What follows belongs to an exercise in optimizing a design on an open flow for small area; a production flow would make more cautious choices.
The RTL was checked by simulation tests, not by an equivalence proof against the original design.
Power figures rest on the tool's default switching activity, not on a simulated workload.

// video_output_ctrl
module video_output_ctrl (
	input clk_pix,
	input RST_N,
	input[23:0] RGB_data_in,
	input RGB_in_valid,
	output pixel_request,
	output hsync_s, vsync_s,
	output [9:0] tmds_r, tmds_g, tmds_b
);
For scale: roughly 550 cells after synthesis, about 60 I/O pins, about 4200 µm² of cells after synthesis.
export LEC_CHECK = 0
export CAP_MARGIN = 20
export CORE_MARGIN = 2
export CORE_UTILIZATION = 55
export SLEW_MARGIN = 20
create_clock -name core_clock -period 6.0 [get_ports {clk_pix}]
standard.sh (not shown) runs the stock make flow with config.mk's settings and CLKGATE_MAP_FILE= SYNTH_SCRIPT=/design/flow/synth_recipe.tcl, a recipe that flattens the netlist after the stock synthesis.
==> flow/flow/run.sh <==
#!/bin/bash
# Own layout flow: the standard layout (standard.sh) with
#  - synthesis through flow/synth.tcl: abc maps the logic with the
#    area-oriented script flow/area*.abc (best of several &deepsyn seeds);
#    registers are mapped as in the standard synthesis,
#  - port buffers of sky130_fd_sc_hd__buf_1,
#  - a clock tree of sky130_fd_sc_hd__clkbuf_8 without dummy loads.
# make's full output goes to flow_make.log in the work folder; ORFS keeps each
# step's own log under orfs/logs/.
set -euo pipefail
W=$(pwd)
export MY_ABC_SCRIPTS="$W/flow/area.abc $W/flow/area2.abc"
export MY_ABC_SEEDS="1 2 3 4 5 6 7 8 9 10 11 12"
bash standard.sh SYNTH_SCRIPT=$W/flow/synth.tcl \
  "BUFFER_PORTS_ARGS=-buffer_cell sky130_fd_sc_hd__buf_1" \
  "CTS_ARGS=-sink_clustering_enable -repair_clock_nets -dont_use_dummy_load -buf_list sky130_fd_sc_hd__clkbuf_8 -root_buf sky130_fd_sc_hd__clkbuf_8 -tree_buf sky130_fd_sc_hd__clkbuf_8" \
  finish > $W/flow_make.log 2>&1
Other scripts of this flow, unchanged in this note and not shown: flow/flow/area.abc, flow/flow/area2.abc, flow/flow/synth.tcl
The starting point finished clean.
Then changed:
--- a/flow/flow/run.sh
+++ b/flow/flow/run.sh
@@ -11,5 +11,5 @@
 W=$(pwd)
 export MY_ABC_SCRIPTS="$W/flow/area.abc $W/flow/area2.abc"
-export MY_ABC_SEEDS="1 2 3 4 5 6 7 8 9 10 11 12"
+export MY_ABC_SEEDS="1 2 3 4 5 6"
 bash standard.sh SYNTH_SCRIPT=$W/flow/synth.tcl \
   "BUFFER_PORTS_ARGS=-buffer_cell sky130_fd_sc_hd__buf_1" \
Settings changed: CORE_UTILIZATION 55 to 65, PLACE_DENSITY from default to 0.78.
After rerunning: Die area went down by about a fifth. Worst hold slack stays flat. Wire length goes down by a few percent. Combinational power barely changes. Power stays flat. Via count drops slightly. Sequential share of layout area came out higher by 0.23 points. Design area shrinks slightly. Maximum frequency climbs slightly.
Then changed:
Settings changed: CORE_UTILIZATION 65 to 40, PLACE_DENSITY 0.78 to default.
Routed wire length came out higher by 3.0%.
Register-to-register slack improves by 90 ps.
Die area rose by 59%.
Cell area climbs by 1.9%.
Total power increases by 0.41%.
Clock power is higher by about 2%.
Count of clock-buffer cells in the layout is unchanged.
Then changed:
Settings changed: CORE_UTILIZATION 40 to 55.
Result: Worst setup slack gets worse by 170 ps; sequential share of layout area rises by 0.59 points; wire length falls by 0.58%; via count rises by 1.5%; global-route usage rises by 4.8 points.

========
video_output_ctrl, a different RTL version from the one above (not shown whole).
Size: roughly 96 flip-flops, ~4700 µm² of cells after synthesis.
export LEC_CHECK = 0
export CAP_MARGIN = 20
export CORE_MARGIN = 2
export CORE_UTILIZATION = 40
export SLEW_MARGIN = 20
create_clock -name core_clock -period 6.0 [get_ports {clk_pix}]
==> flow/flow/run.sh <==
#!/bin/bash
# Own layout flow: the standard layout (standard.sh) with
#  - synthesis through flow/synth.tcl (area-oriented abc script flow/area.abc),
#  - port buffers of sky130_fd_sc_hd__buf_1.
# make's full output goes to flow_make.log in the work folder; ORFS keeps each
# step's log under orfs/logs/.
set -euo pipefail
W=$(pwd)
export MY_ABC_SCRIPT=$W/flow/area.abc
bash standard.sh SYNTH_SCRIPT=$W/flow/synth.tcl \
  "BUFFER_PORTS_ARGS=-buffer_cell sky130_fd_sc_hd__buf_1" finish > $W/flow_make.log 2>&1
==> flow/flow/area.abc <==
strash; &get -n; &deepsyn -T 30; &put; dch -f; map -a; topo; stime
==> flow/flow/synth.tcl <==
# synth_recipe.tcl (the standard synthesis) with two changes: abc maps the logic
# with the area script in flow/area.abc instead of ORFS's speed script, and
# adders are left to abc instead of being mapped to ha/fa cells first.
# Registers are mapped by dfflibmap before abc, exactly as in the standard
# synthesis, so their names and cells are unchanged.
proc synth {args} { yosys synth -nofsm -noshare {*}$args }
proc abc {args} {
  set i [lsearch -exact $args -script]
  if {$i >= 0} {
    set args [lreplace $args $i [expr {$i + 1}] -script $::env(MY_ABC_SCRIPT)]
  }
  yosys abc {*}$args
}
unset -nocomplain ::env(ADDER_MAP_FILE)
source $::env(SCRIPTS_DIR)/synth.tcl
# left out here: clear keep_hierarchy, flatten, clean up, hide names made inside functions, write 1_2_yosys.v
The first run ran to the end with no violations.
==> next run, changes <==
==> flow/run.sh (new file) <==
#!/bin/bash
# synth_recipe.tcl (not shown) runs the flow's synth.tcl, then flattens the netlist and writes it again
# the make line also repeats each setting of config.mk as NAME=value (left out here)
make -C /OpenROAD-flow-scripts/flow DESIGN_CONFIG=/design/flow/config.mk WORK_HOME=/design/flow/orfs CLKGATE_MAP_FILE= SYNTH_SCRIPT=/design/flow/synth_recipe.tcl finish
removed: flow/flow/run.sh
removed: flow/flow/area.abc
removed: flow/flow/synth.tcl
removed: flow/standard.sh
=> Final cell count came out higher by 15%. Final area grows by 39%. Power came out higher by 15%. Sequential share of layout area is lower by 9.7 points. Clock-buffer cell count falls by 1.

## what the ideal ports hide
In the flow no input, the clock included, has a driving cell. The finished layouts below were timed again as built, in two steps. Step 1: set_driving_cell puts a clkbuf_16 on clk_pix and a buf_2 on each other input, an assumption about the parent block. Step 2 times the ports against the registers' clock, not the clock port: input delays grow and output delays shrink by t, the midpoint of the rising clock arrivals with the driver on. a / b / c = ideal / step 1 / step 2; a / b = the first two.
run | t (ns) | setup slack, ns | worst setup path after step 2 | clock arrival spread, ns | worst slew at a driven data input, ns
the first run of note 1 | 0.381 | 0.553 / 0.553 / 0.553 | register to register | 0.028 / 0.028 | 0.03
the second run of note 1 | 0.377 | 0.638 / 0.638 / 0.638 | register to register | 0.024 / 0.024 | 0.03
the third run of note 1 | 0.386 | 0.726 / 0.726 / 0.726 | register to register | 0.028 / 0.028 | 0.03
the fourth run of note 1 | 0.381 | 0.553 / 0.553 / 0.553 | register to register | 0.028 / 0.028 | 0.03
the first run of note 2 | 0.364 | 0.658 / 0.624 / 0.988 | register to output | 0.005 / 0.006 | 0.03
the second run of note 2 | 0.383 | 0.470 / 0.428 / 0.811 | register to output | 0.014 / 0.014 | 0.04
After both steps every run listed still meets setup and hold.
